Context: an optimization exercise on an open-source flow, tuned for a short achievable clock period and few clock cycles. The choices shown serve that exercise and are no tape-out recipe.
The RTL was checked by simulation tests, not by an equivalence proof against the original design.

## design/flow/run.sh

```bash
#!/bin/bash
# synth_recipe.tcl (not shown) runs the flow's synth.tcl, then flattens the netlist and writes it again
# the make line also repeats each setting of config.mk as NAME=value (left out here)
make -C /OpenROAD-flow-scripts/flow DESIGN_CONFIG=/design/flow/config.mk WORK_HOME=/design/flow/orfs CLKGATE_MAP_FILE= SYNTH_SCRIPT=/design/flow/synth_recipe.tcl finish
```

## design/flow/config.mk

```make
export PLATFORM = sky130hd
export DESIGN_NAME = CPU
export DESIGN_NICKNAME = CPU
export VERILOG_FILES = /design/flow/design.v
export SDC_FILE = /design/flow/constraint.sdc
export NUM_CORES = 4
export LEC_CHECK = 0
export CAP_MARGIN = 20
export CORE_MARGIN = 2
export CORE_UTILIZATION = 40
export PLACE_DENSITY = 0.6
export SLEW_MARGIN = 20
```

## design/flow/constraint.sdc

```tcl
create_clock -name core_clock -period 9.0 [get_ports {clk}]
set_input_delay 1.8000 -clock core_clock [delete_from_list [all_inputs] [get_ports {clk}]]
set_output_delay 1.8000 -clock core_clock [all_outputs]
set_load 0.01 [all_outputs]
```

## design/flow/design.v

```verilog
module i281_form (
    input  wire [15:0] c0,   
    input  wire [15:0] c1,   
    input  wire [ 5:0] a1,   
    output wire [62:0] b
);
  wire [5:0] a2 = a1 + 6'd1;
  wire [5:0] a3 = a1 + 6'd2;
  wire [3:0] op0 = c0[15:12];
  wire [3:0] op1 = c1[15:12];
  wire ctl0 = &c0[15:13];
  wire ctl1 = &c1[15:13];
  wire cw0 = (op0 == 4'h1) & ~c0[9];
  wire cw1 = (op1 == 4'h1) & ~c1[9];
  wire wreg0 = ((op0 >= 4'h2) & (op0 <= 4'h9)) | (op0 == 4'hC);
  wire base1_used = (op1 == 4'h9) | (op1 == 4'hB) | ((op1 == 4'h1) & (c1[9:8] == 2'b11));
  wire [1:0] base1 = (op1 == 4'h1) ? c1[11:10] : c1[9:8];
  wire dwr0 = (op0 == 4'hA) | (op0 == 4'hB) | ((op0 == 4'h1) & c0[9]);
  wire drd1 = (op1 == 4'h8) | (op1 == 4'h9);
  wire pair = ~cw1 & ~(wreg0 & base1_used & (c0[11:10] == base1)) & ~(dwr0 & drd1);
  reg v0, v1, hb, bj, bhalt;
  reg [1:0] by;
  reg [5:0] ft, ft1, tg, tg1;
  always @(*) begin
    v0 = 1'b1;
    v1 = 1'b0;
    hb = 1'b0;
    bj = 1'b0;
    by = 2'b00;
    bhalt = 1'b0;
    ft = a1;
    ft1 = a2;
    tg = a2 + c1[5:0];
    tg1 = a3 + c1[5:0];
    if (ctl0) begin
      v0 = 1'b0;
      hb = 1'b1;
      bj = ~c0[12];
      by = c0[9:8];
      bhalt = &c0[5:0];
      tg = a1 + c0[5:0];
      tg1 = a2 + c0[5:0];
    end else if (cw0) begin
    end else if (ctl1) begin
      hb = 1'b1;
      bj = ~c1[12];
      by = c1[9:8];
      bhalt = &c1[5:0];
      ft = a2;
      ft1 = a3;
    end else if (pair) begin
      v1 = 1'b1;
      ft = a2;
      ft1 = a3;
    end
  end
  assign b = {v0, v1, hb, bj, by, bhalt, c0, c1, ft, ft1, tg, tg1};
endmodule
module i281_slot (
    input  wire        v,
    input  wire [15:0] w,
    input  wire [ 7:0] rx,      
    input  wire [ 7:0] ry,      
    input  wire [ 7:0] base,    
    input  wire [ 7:0] mrd,     
    input  wire [ 7:0] sw,
    output wire [ 3:0] daddr,
    output wire        dwe,
    output wire [ 7:0] ddata,
    output wire        cwe,
    output wire [ 5:0] caddr,
    output wire        wen,
    output wire [ 7:0] wdata,
    output wire        sets,
    output wire [ 3:0] flags
);
  wire [3:0] op = w[15:12];
  wire [7:0] imm = w[7:0];
  wire is_sub = (op == 4'h6) | (op == 4'h7) | (op == 4'hD);
  wire [7:0] A = (op == 4'h2) ? ry : rx;
  wire [7:0] B = ((op == 4'h4) | (op == 4'h6) | (op == 4'hD)) ? ry : imm;
  wire [7:0] Bx = B ^ {8{is_sub}};
  wire [7:0] lo = {1'b0, A[6:0]} + {1'b0, Bx[6:0]} + {7'd0, is_sub};
  wire [8:0] sum = {1'b0, A} + {1'b0, Bx} + {8'd0, is_sub};
  wire is_sh = (op == 4'hC);
  wire [7:0] shr = w[8] ? {1'b0, rx[7:1]} : {rx[6:0], 1'b0};
  wire shc = w[8] ? rx[0] : rx[7];
  wire [7:0] res = is_sh ? shr : sum[7:0];
  assign flags = {is_sh ? shc : sum[8], is_sh ? 1'b0 : (lo[7] ^ sum[8]), res[7], ~|res};
  assign sets = v & ((op == 4'h4) | (op == 4'h5) | (op == 4'h6) | (op == 4'h7) | is_sh | (op == 4'hD));
  assign wen = v & (((op >= 4'h2) & (op <= 4'h9)) | is_sh);
  assign wdata = ((op == 4'h8) | (op == 4'h9)) ? mrd : (op == 4'h3) ? imm : res;
  wire dimm = (op == 4'h8) | (op == 4'hA) | ((op == 4'h1) & ~w[8]);
  assign daddr = dimm ? imm[3:0] : (base[3:0] + imm[3:0]);
  assign dwe = v & ((op == 4'hA) | (op == 4'hB) | ((op == 4'h1) & w[9]));
  assign ddata = (op == 4'h1) ? sw[7:0] : rx;
  assign cwe = v & (op == 4'h1) & ~w[9];
  assign caddr = w[8] ? (base[5:0] + imm[5:0]) : imm[5:0];
endmodule
module CPU (
    input wire clk,
    input wire [15:0] switches,
    input wire reset,
    input wire ld_we,
    input wire ld_code,
    input wire [5:0] ld_addr,
    input wire [15:0] ld_data,
    input wire [4:0] rd_addr,
    output wire [7:0] rd_data,
    output wire halted
);
  reg [1023:0] cm;   
  reg [127:0] dm;   
  reg [7:0] R0, R1, R2, R3;
  reg [3:0] FL;   
  reg halt_r;
  reg [62:0] ir;   
  wire run = ~halt_r;
  wire v0 = ir[62], v1 = ir[61], hb = ir[60], bj = ir[59];
  wire [1:0] by = ir[58:57];
  wire bhalt = ir[56];
  wire [15:0] w0 = ir[55:40], w1 = ir[39:24];
  wire [5:0] ft = ir[23:18], ft1 = ir[17:12], tg = ir[11:6], tg1 = ir[5:0];
  function [7:0] rsel(input [1:0] s, input [7:0] a, input [7:0] b, input [7:0] c, input [7:0] d);
    rsel = s[1] ? (s[0] ? d : c) : (s[0] ? b : a);
  endfunction
  wire [7:0] rx0 = rsel(w0[11:10], R0, R1, R2, R3);
  wire [7:0] ry0 = rsel(w0[9:8], R0, R1, R2, R3);
  wire [3:0] daddr0, daddr1;
  wire dwe0, dwe1, cwe0, cwe1, wen0, wen1, sets0, sets1;
  wire [7:0] ddata0, ddata1, wdata0, wdata1;
  wire [5:0] caddr0, caddr1;
  wire [3:0] flags0, flags1;
  wire [7:0] mrd0 = dm[8*daddr0+:8];
  wire [7:0] mrd1 = dm[8*daddr1+:8];
  i281_slot s0 (
      .v(v0),
      .w(w0),
      .rx(rx0),
      .ry(ry0),
      .base((w0[15:12] == 4'h1) ? rx0 : ry0),
      .mrd(mrd0),
      .sw(switches),
      .daddr(daddr0),
      .dwe(dwe0),
      .ddata(ddata0),
      .cwe(cwe0),
      .caddr(caddr0),
      .wen(wen0),
      .wdata(wdata0),
      .sets(sets0),
      .flags(flags0)
  );
  wire [1:0] wr0 = w0[11:10];
  wire [7:0] F0 = (wen0 & (wr0 == 2'd0)) ? wdata0 : R0;
  wire [7:0] F1 = (wen0 & (wr0 == 2'd1)) ? wdata0 : R1;
  wire [7:0] F2 = (wen0 & (wr0 == 2'd2)) ? wdata0 : R2;
  wire [7:0] F3 = (wen0 & (wr0 == 2'd3)) ? wdata0 : R3;
  wire [7:0] rx1 = rsel(w1[11:10], F0, F1, F2, F3);
  wire [7:0] ry1 = rsel(w1[9:8], F0, F1, F2, F3);
  wire [7:0] base1 = rsel((w1[15:12] == 4'h1) ? w1[11:10] : w1[9:8], R0, R1, R2, R3);
  i281_slot s1 (
      .v(v1),
      .w(w1),
      .rx(rx1),
      .ry(ry1),
      .base(base1),
      .mrd(mrd1),
      .sw(switches),
      .daddr(daddr1),
      .dwe(dwe1),
      .ddata(ddata1),
      .cwe(cwe1),
      .caddr(caddr1),
      .wen(wen1),
      .wdata(wdata1),
      .sets(sets1),
      .flags(flags1)
  );
  wire [3:0] flags_br = sets0 ? flags0 : FL;
  wire [3:0] flags_end = sets1 ? flags1 : flags_br;
  function cond(input j, input [1:0] y, input [3:0] f);
    cond = j | (y == 2'd0 ? f[0] : y == 2'd1 ? ~f[0] : y == 2'd2 ? (~f[0] & (f[1] == f[2])) : (f[1] == f[2]));
  endfunction
  wire taken = hb & cond(bj, by, flags_br);
  wire [62:0] bft, btg;
  i281_form fft (
      .c0(cm[16*ft+:16]),
      .c1(cm[16*ft1+:16]),
      .a1(ft1),
      .b (bft)
  );
  i281_form ftg (
      .c0(cm[16*tg+:16]),
      .c1(cm[16*tg1+:16]),
      .a1(tg1),
      .b (btg)
  );
  wire [62:0] bnext = taken ? btg : bft;
  wire nhalt = ~bnext[62] & bnext[60] & bnext[56] & cond(bnext[59], bnext[58:57], flags_end);
  wire [62:0] bempty = {3'b000, 4'b0000, 32'd0, ft, ft1, 12'd0};
  always @(posedge clk or posedge reset) begin
    if (reset) begin
      ir <= {39'd0, 6'd0, 6'd1, 12'd0};
      halt_r <= 1'b0;
    end else if (run) begin
      ir <= cwe0 ? bempty : bnext;
      halt_r <= (taken & bhalt) | (~cwe0 & nhalt);
    end
  end
  always @(posedge clk or posedge reset) begin
    if (reset) begin
      R0 <= 8'd0;
      R1 <= 8'd0;
      R2 <= 8'd0;
      R3 <= 8'd0;
      FL <= 4'd0;
    end else if (run) begin
      if (wen1 & (w1[11:10] == 2'd0)) R0 <= wdata1;
      else if (wen0 & (wr0 == 2'd0)) R0 <= wdata0;
      if (wen1 & (w1[11:10] == 2'd1)) R1 <= wdata1;
      else if (wen0 & (wr0 == 2'd1)) R1 <= wdata0;
      if (wen1 & (w1[11:10] == 2'd2)) R2 <= wdata1;
      else if (wen0 & (wr0 == 2'd2)) R2 <= wdata0;
      if (wen1 & (w1[11:10] == 2'd3)) R3 <= wdata1;
      else if (wen0 & (wr0 == 2'd3)) R3 <= wdata0;
      FL <= flags_end;
    end
  end
  integer k;
  always @(posedge clk) begin
    for (k = 0; k < 16; k = k + 1) begin
      if (reset) begin
        if (ld_we & ~ld_code & (ld_addr[3:0] == k)) dm[8*k+:8] <= ld_data[7:0];
      end else if (run) begin
        if (dwe1 & (daddr1 == k)) dm[8*k+:8] <= ddata1;
        else if (dwe0 & (daddr0 == k)) dm[8*k+:8] <= ddata0;
      end
    end
  end
  always @(posedge clk) begin
    for (k = 0; k < 64; k = k + 1) begin
      if (reset) begin
        if (ld_we & ld_code & (ld_addr == k)) cm[16*k+:16] <= ld_data;
      end else if (run) begin
        if (cwe0 & (caddr0 == k)) cm[16*k+:16] <= switches;
      end
    end
  end
  assign halted = halt_r;
  wire [7:0] rsel_dbg = rsel(rd_addr[1:0], R0, R1, R2, R3);
  assign rd_data = (rd_addr[4] == 1'b0) ? dm[8*rd_addr[3:0]+:8] :
                   (rd_addr[3:2] == 2'b00) ? rsel_dbg :
                   (rd_addr[3:0] == 4'b0100) ? {4'b0000, FL} : 8'b00000000;
endmodule
```

==> results of run 1 <==
critical path, delay by kind of cell (launching register included):
kind	cells	cell delay, ps
xor gates and xnor gates	3	480
muxes	2	910
adders and majority gates	2	1120
buffers and inverters	1	290
AOI/OAI and AO/OA	13	2700
DFF	1	640
and+or+nand+nor	8	2220
kinds of logic after synthesis:
| group | after synthesis | synth area share |
|---|---|---|
| buffers and inverters | 669 | 0.03188 |
| AOI/OAI and AO/OA | 1443 | 0.1042 |
| xor gates and xnor gates | 110 | 0.01109 |
| and+or+nand+nor | 978 | 0.05209 |
| DFF | 1252 | 0.4269 |
| adders and majority gates | 80 | 0.01255 |
| muxes | 1649 | 0.3613 |
through the flow:
| step | hold slack (ps) | instance area, um2 |
|---|---|---|
| after floorplan | 446.1 | 86900 |
| after global placement | 474.2 | 91310 |
| after detailed placement | 473.7 | 91330 |
| after CTS | 488.5 | 96150 |
| after global routing | 507.4 | 96220 |
| final | 491.6 | 96240 |
cell usage after synthesis (24+ instances only):
cell / n
a221oi_1: 57
xnor2_1: 69
buf_1: 89
mux2_2: 103
a22oi_1: 70
buf_2: 98
xor2_1: 41
o22ai_1: 63
edfxtp_1: 1152
o221ai_1: 48
and3_1: 47
ha_1: 68
nor2_1: 280
buf_4: 34
nand3_1: 48
o22a_1: 28
nor2b_1: 79
o21ai_0: 473
mux2i_1: 366
inv_1: 66
o211ai_1: 32
nand2_1: 370
a21oi_1: 355
nor3_1: 40
a21o_1: 24
a211oi_1: 102
clkbuf_1: 378
dfrtp_1: 99
mux4_2: 1180
routing by layer:
| metal | GRT usage | vias up | share of wire | wire length [um] |
|---|---|---|---|---|
| met3 | 0.1123 | 989 | 0.14 | 49340 |
| met5 | 0 | - | 0.00032 | 109 |
| met4 | 0.1476 | 14 | 0.057 | 19600 |
| met1 | 0.3978 | 33520 | 0.36 | 124000 |
| li1 | - | 25520 | - | - |
| met2 | 0.4516 | 5098 | 0.44 | 151500 |
sequential cells by signal, indices dropped and copies added, names as in the netlist, named ones only:
signal,flops
FL,4
R0,7
R1,7
R2,7
R3,7
cm,1024
dm,128
halt_r,1
ir,62
worst paths after layout:
path | start | to | slack [ps]
max | ir[52] | halt_r | 620
min | ir[56] | ir[56] | 490
max reg2reg | ir[52] | halt_r | 620
min reg2reg | ir[56] | ir[56] | 490
max in group asynchronous | reset | ir[48] | 6060
min in group asynchronous | reset | ir[1] | 1380
placed cells by master (no fill, tap or decap), types with 102 or more instances in the layout:
cell type  instances
a211oi_1         102
a21oi_1          344
buf_4            229
clkbuf_16        150
edfxtp_1        1152
mux2i_1          363
mux4_2          1180
nand2_1          370
nor2_1           210
o21ai_0          464
area by class of cell:
cell class / instances / area [um2] / share of cell area
Timing Repair Buffer: 306 / 2704 / 0.02810
Antenna cell: 6 / 15.01 / 0.0001560
Clock buffer: 188 / 3926 / 0.04080
Tap cell: 2854 / 3571 / 0.03711
Sequential cell: 1252 / 37180 / 0.3863
Clock inverter: 83 / 899.6 / 0.009348
Multi-Input combinational cell: 4260 / 47690 / 0.4955
Inverter: 68 / 257.7 / 0.002678
==> flow_metrics.py, run 1 <==
metrics = {
    "outcome": {
        "status": "timing/DRC/antenna clean",
    },
    "timing": {
        "slew_headroom": 0.2129,
        "setup_violations": 0,
        "rsz0062_at_grt": "no",
        "finClkSkew_ps": 71.77,
        "fmax_mhz": 119.3,
        "hold_viol": 0,
        "final.setup.tns_ps": 0,
        "fin_crit_sh": 0.9316,
        "drv_slew": 0,
        "finalWorstSetupSlack_ps": 615.3,
        "min_period_ps": 8385,
        "tightest_slew_ps": 1166,
    },
    "placed_design": {
        "place_congestion": 0.9665,
        "numPortBuffers": 55,
        "dpl.hpwl_mm": 216.8,
        "place_ws_ps": 753.7,
        "placed_cells": 8739,
    },
    "clock_tree": {
        "clockBufferDepth": 3,
        "cts_tree": "done",
        "clock-root-buffer": "clkbuf_16",
        "cts_hold_buf": 0,
        "clkTransAtPathRegs_ps": 70,
        "cts_setup_buffers": 0,
        "cts_sinks": 1252,
        "cts-htree-levels": 4,
        "insertion_delay_ps": 860,
        "numCtsBuffers": 150,
        "cts_resized": 0,
    },
    "cells_and_area": {
        "fin_util": 0.4445,
        "nFillCells": 19000,
        "drive_gt1_frac": 0.3120,
        "fin_cells": 9017,
        "area_delta_synth_final_pct": 10.74,
        "fin_nets": 6165,
    },
    "floorplanning": {
        "die_h_um": 470.1,
        "row_count": 171,
        "die_x_um": 470.1,
        "core_um2": 216500,
        "start_util": 0.4014,
        "ios": 56,
        "die-area_um2": 221000,
    },
    "worst_setup_path": {
        "worstSetupPathType": "reg2reg",
        "start_kind": "flip-flop",
        "end_kind": "flip-flop",
        "crit_slowest_cell": "fa_1",
        "cp.arrival_ps": 9150,
        "cp.required_ps": 9760,
        "cp_max_fo": 15,
        "r2r.worst_path.cells": 29,
        "slowest_delay_ps": 680,
    },
    "global_route": {
        "grt_pass1_wl_mm": 482.0,
        "grt_max_degree": 121,
        "grt_usage": 0.3056,
        "grt_pass1_vias": 62320,
        "antenna_found_initial": 14,
        "grt_overflow_total": 0,
    },
    "detailed_routing": {
        "wl_mm": 344.5,
        "first_pass_iters": 7,
        "drt.antenna.violating_nets": 0,
        "avgRoutedWirePerCell_um": 38.21,
        "dr.first_iter.drc_count": 10090,
        "vias": 65140,
        "routed_via_density": 7.224,
        "drc": 0,
    },
    "yosys": {
        "syn_area_um2": 86900,
        "synth.avg_cell_area_um2": 14.06,
        "ys_top_cells_by_area": "edfxtp_1, mux4_2, mux2i_1",
        "yosysTopAreaCell": "edfxtp_1",
        "synth_seq_cells": 1252,
        "async_flop_share": 0.07987,
        "synth_top_cell_area_share": 0.3981,
        "ys_seq_area_frac": 0.4269,
        "ys_types": 106,
        "yosys_warnings": 4,
        "synth_nets": 6308,
        "synth_edf_count": 1152,
        "synthFlopType": "edfxtp_1",
        "syn_inst": 6181,
    },
    "hold_path": {
        "holdPathStages": 2,
        "hold_class": "reg2reg",
    },
    "run": {
        "cap_violations": 0,
    },
}
Testbench counts, summed over its fixed seeds: cycles 19,464.
==> run 2: changes to the inputs <==
--- a/design/flow/design.v
+++ b/design/flow/design.v
@@ -201,10 +201,17 @@
   wire [62:0] bempty = {3'b000, 4'b0000, 32'd0, ft, ft1, 12'd0};
+  wire [62:0] b0;
+  i281_form f0 (
+      .c0(cm[15:0]),
+      .c1(cm[31:16]),
+      .a1(6'd1),
+      .b (b0)
+  );
+  wire ld01 = ld_we & ld_code & (ld_addr[5:1] == 5'd0);
+  always @(posedge clk) begin
+    if (reset) ir <= ld01 ? {39'd0, 6'd0, 6'd1, 12'd0} : b0;
+    else if (run) ir <= cwe0 ? bempty : bnext;
+  end
   always @(posedge clk or posedge reset) begin
-    if (reset) begin
-      ir <= {39'd0, 6'd0, 6'd1, 12'd0};
-      halt_r <= 1'b0;
-    end else if (run) begin
-      ir <= cwe0 ? bempty : bnext;
-      halt_r <= (taken & bhalt) | (~cwe0 & nhalt);
-    end
+    if (reset) halt_r <= 1'b0;
+    else if (run) halt_r <= (taken & bhalt) | (~cwe0 & nhalt);
   end
--- a/design/flow/config.mk
+++ b/design/flow/config.mk
@@ -7,6 +7,9 @@
 export LEC_CHECK = 0
+export ABC_CLOCK_PERIOD_IN_PS = 5000
 export CAP_MARGIN = 20
 export CORE_MARGIN = 2
-export CORE_UTILIZATION = 40
-export PLACE_DENSITY = 0.6
+export CORE_UTILIZATION = 35
+export PLACE_DENSITY = 0.55
+export SETUP_SLACK_MARGIN = 3.8
 export SLEW_MARGIN = 20
+export TNS_END_PERCENT = 100
==> run 2 against run 1 <==
  * Synthesized cell count up 0.23%
  * Die area is 15% higher
  * Non-clock buffer count up 263
  * Setup slack better by 1800 ps
==> flow_metrics.py, run 2 <==
metrics = {
    "outcome": {
        "status": "timing/DRC/antenna clean",
    },
    "worst_setup_path": {
        "crit_top_cell": "buf_6",
        "cp.required_ps": 9680,
        "cp_top_family": "multiplexers",
        "crit_slowest_cell": "mux4_2",
        "slowest_delay_ps": 610,
        "worstSetupPathType": "reg2reg",
        "cp.arrival_ps": 7260,
        "cp_num_buf_inv": 7,
        "start_kind": "flip-flop",
        "r2r.worst_path.cells": 29,
        "end_kind": "flip-flop",
        "cp_max_fo": 8,
        "path_depth": 29,
    },
    "clock_tree": {
        "clock-root-buffer": "clkbuf_16",
        "cts_tree": "done",
        "clockBufferDepth": 3,
        "cts_hold_buf": 0,
        "insertion_delay_ps": 870,
        "cts-htree-levels": 4,
        "cts_sinks": 1252,
        "numCtsBuffers": 145,
        "clkTransAtPathRegs_ps": 70,
    },
    "timing": {
        "fin_crit_sh": 0.7307,
        "hold_viol": 0,
        "setup_violations": 0,
        "finalWorstSetupSlack_ps": 2424,
        "final.setup.tns_ps": 0,
        "fmax_mhz": 152.1,
        "slew_headroom": 0.1079,
        "min_period_ps": 6576,
        "tightest_slew_ps": 1324,
        "drv_slew": 0,
        "rsz0062_at_grt": "yes",
        "finClkSkew_ps": 76.08,
    },
    "floorplanning": {
        "ios": 56,
        "die_x_um": 504.9,
        "die-area_um2": 254900,
        "start_util": 0.3525,
        "core_um2": 249100,
        "die_h_um": 504.9,
        "row_count": 183,
    },
    "placed_design": {
        "place_congestion": 0.9718,
        "place_ws_ps": 1208,
        "dpl.hpwl_mm": 231.3,
        "numPortBuffers": 55,
        "placed_cells": 9232,
    },
    "yosys": {
        "async_flop_share": 0.02955,
        "synth_top_family_by_area": "multiplexers",
        "yosys_warnings": 4,
        "synth.avg_cell_area_um2": 14.17,
        "synthFlopType": "edfxtp_1",
        "synth_top_cell_area_share": 0.4155,
        "synthMostInstantiatedCell": "edfxtp_1",
        "syn_inst": 6195,
        "ys_types": 111,
        "yosysTopAreaCell": "edfxtp_1",
        "ys_seq_area_frac": 0.4260,
        "synthSimpleGateAreaFrac": 0.05367,
        "synth_seq_cells": 1252,
        "synthAdderAreaFrac": 0.01342,
        "synth_compound_gate_area_share": 0.1046,
        "ys_top_cells_by_area": "edfxtp_1, mux4_2, mux2i_1",
        "syn_area_um2": 87810,
        "synthXorXnorAreaFrac": 0.01217,
        "synth_edf_count": 1215,
        "ys_top_cells_by_count": "edfxtp_1, mux4_2, o21ai_0, nand2_1, mux2i_1",
        "synthMuxAreaShare": 0.3572,
        "synth_nets": 6329,
    },
    "global_route": {
        "antenna_found_initial": 13,
        "grt_usage": 0.2807,
        "grt_max_degree": 101,
        "grt_pass1_wl_mm": 509.6,
        "grt_pass1_vias": 64630,
        "grt_overflow_total": 0,
    },
    "detailed_routing": {
        "vias": 67660,
        "drc": 0,
        "wl_mm": 368.8,
        "drt.antenna.violating_nets": 0,
        "avgRoutedWirePerCell_um": 37.75,
        "routed_via_density": 6.925,
        "dr.first_iter.drc_count": 10480,
        "first_pass_iters": 8,
    },
    "cells_and_area": {
        "fin_cells": 9770,
        "top_register": "cm",
        "final_common_cell": "edfxtp_1",
        "nFillCells": 22670,
        "reg_top3": "cm (1024), dm (128), ir (63)",
        "drive_gt1_frac": 0.3864,
        "fin_nets": 6463,
        "area_delta_synth_final_pct": 17.05,
        "mostFrequentLayoutCells": "edfxtp_1, mux4_2, nand2_1",
        "largest_reg_flops": 1024,
    },
    "hold_path": {
        "hold_class": "reg2reg",
        "holdPathStages": 2,
    },
    "run": {
        "cap_violations": 0,
    },
}
run 2: cell count changes in the layout (fill, tap and decap cells not counted), sizes merged, moves of 14 or more:
cell and delta:
edfxtp +63, o22ai +61, xnor2 +14, o21ai +31, a22oi +64, dfrtp -62
buf +263, inv +17, a21oi -200, nand2b +14, nand2 +25, o22a -23
mux2i -14
run 2: layout make-up:
type                    count  area (um2)  area share
multi-input cells        4276       50290      0.4892
flip-flops and latches   1252       37420      0.3640
repair buffers            569        5978     0.05816
well taps                3330        4167     0.04054
clock buffers             185        3820     0.03716
clock inverters            69       785.8    0.007644
inverters                  85       322.8    0.003141
diodes                      4       10.01  0.00009738
run 2: repair_timing:
item,in CTS,in global routing
setup endpoints to repair,1212,483
setup buffers,174,74
pin swaps,95,98
cloned,19,12
resized for setup,459,264
run 2: cells by family (layout without fill, tap and decap cells):
| group | count (synthesis) | in the layout |
|---|---|---|
| other | 0 | 4 |
| xor gates and xnor gates | 122 | 122 |
| buffers and inverters | 676 | 908 |
| muxes | 1645 | 1647 |
| DFF | 1252 | 1252 |
| and+or+nand+nor | 1012 | 1019 |
| adders and majority gates | 87 | 87 |
| AOI/OAI and AO/OA | 1401 | 1401 |
run 2: final timing paths:
| path | start | slack [ps] | endpoint |
|---|---|---|---|
| worst max register to register | ir[50] | 2420 | R0[7] |
| max in group asynchronous | reset | 6880 | R3[0] |
| worst min register to register | R0[2] | 620 | R0[2] |
| worst min-delay path | R0[2] | 620 | R0[2] |
| worst max-delay path | ir[50] | 2420 | R0[7] |
| min in group asynchronous | reset | 1620 | FL[1] |
run 2: worst reg2reg max path: cells and delay by family (launching register included):
| family | cells | cell delay, ps |
|---|---|---|
| buffers and inverters | 7 | 880 |
| adder cells (fa/ha/maj) | 3 | 900 |
| AND/OR/NAND/NOR | 4 | 780 |
| AO/OA/AOI/OAI | 10 | 1590 |
| flip-flops | 1 | 420 |
| multiplexers | 5 | 1870 |
run 2: per-stage QoR:
step                      instance area (um2)    util  hold WS (ps)
after global routing                   102800  0.4126         633.9
after detailed placement                92690  0.3721         591.5
after floorplan                         88050       -         460.9
after global placement                  92660  0.3720         566.6
after CTS                              101000  0.4055         604.4
final                                  102800  0.4126         622.7
run 2: layer usage:
layer | vias up | global-route usage | routed length, um
met3 | 1062 | 0.09663 | 51750
met4 | 6 | 0.1241 | 20070
met5 | - | 0 | 44
li1 | 26300 | - | -
met2 | 5197 | 0.4133 | 160500
met1 | 35100 | 0.3742 | 136400
Testbench counts of run 2, summed over its fixed seeds: cycles 19,368.

## separate check: timing with driven ports
No port has a modelled driver above. Below, the same layouts with a new extraction and two added sets of constraints.
Step 1 assumes that a clkbuf_16 drives the clock port and a buf_2 every other input.
Step 2 also shifts input and output timing later by t, the mid clock arrival at the registers, as if the neighbouring blocks saw the same clock.
Three values: ideal, step 1, step 2; two values: the first two.
run | shift t [ns] | setup WS [ns] | pins driven straight from the clock port
run 1 | 0.912 | 0.615 / 0.615 / 0.615 | 1
run 2 | 0.921 | 2.424 / 2.424 / 2.424 | 1
After both steps setup and hold are still met in every run listed.
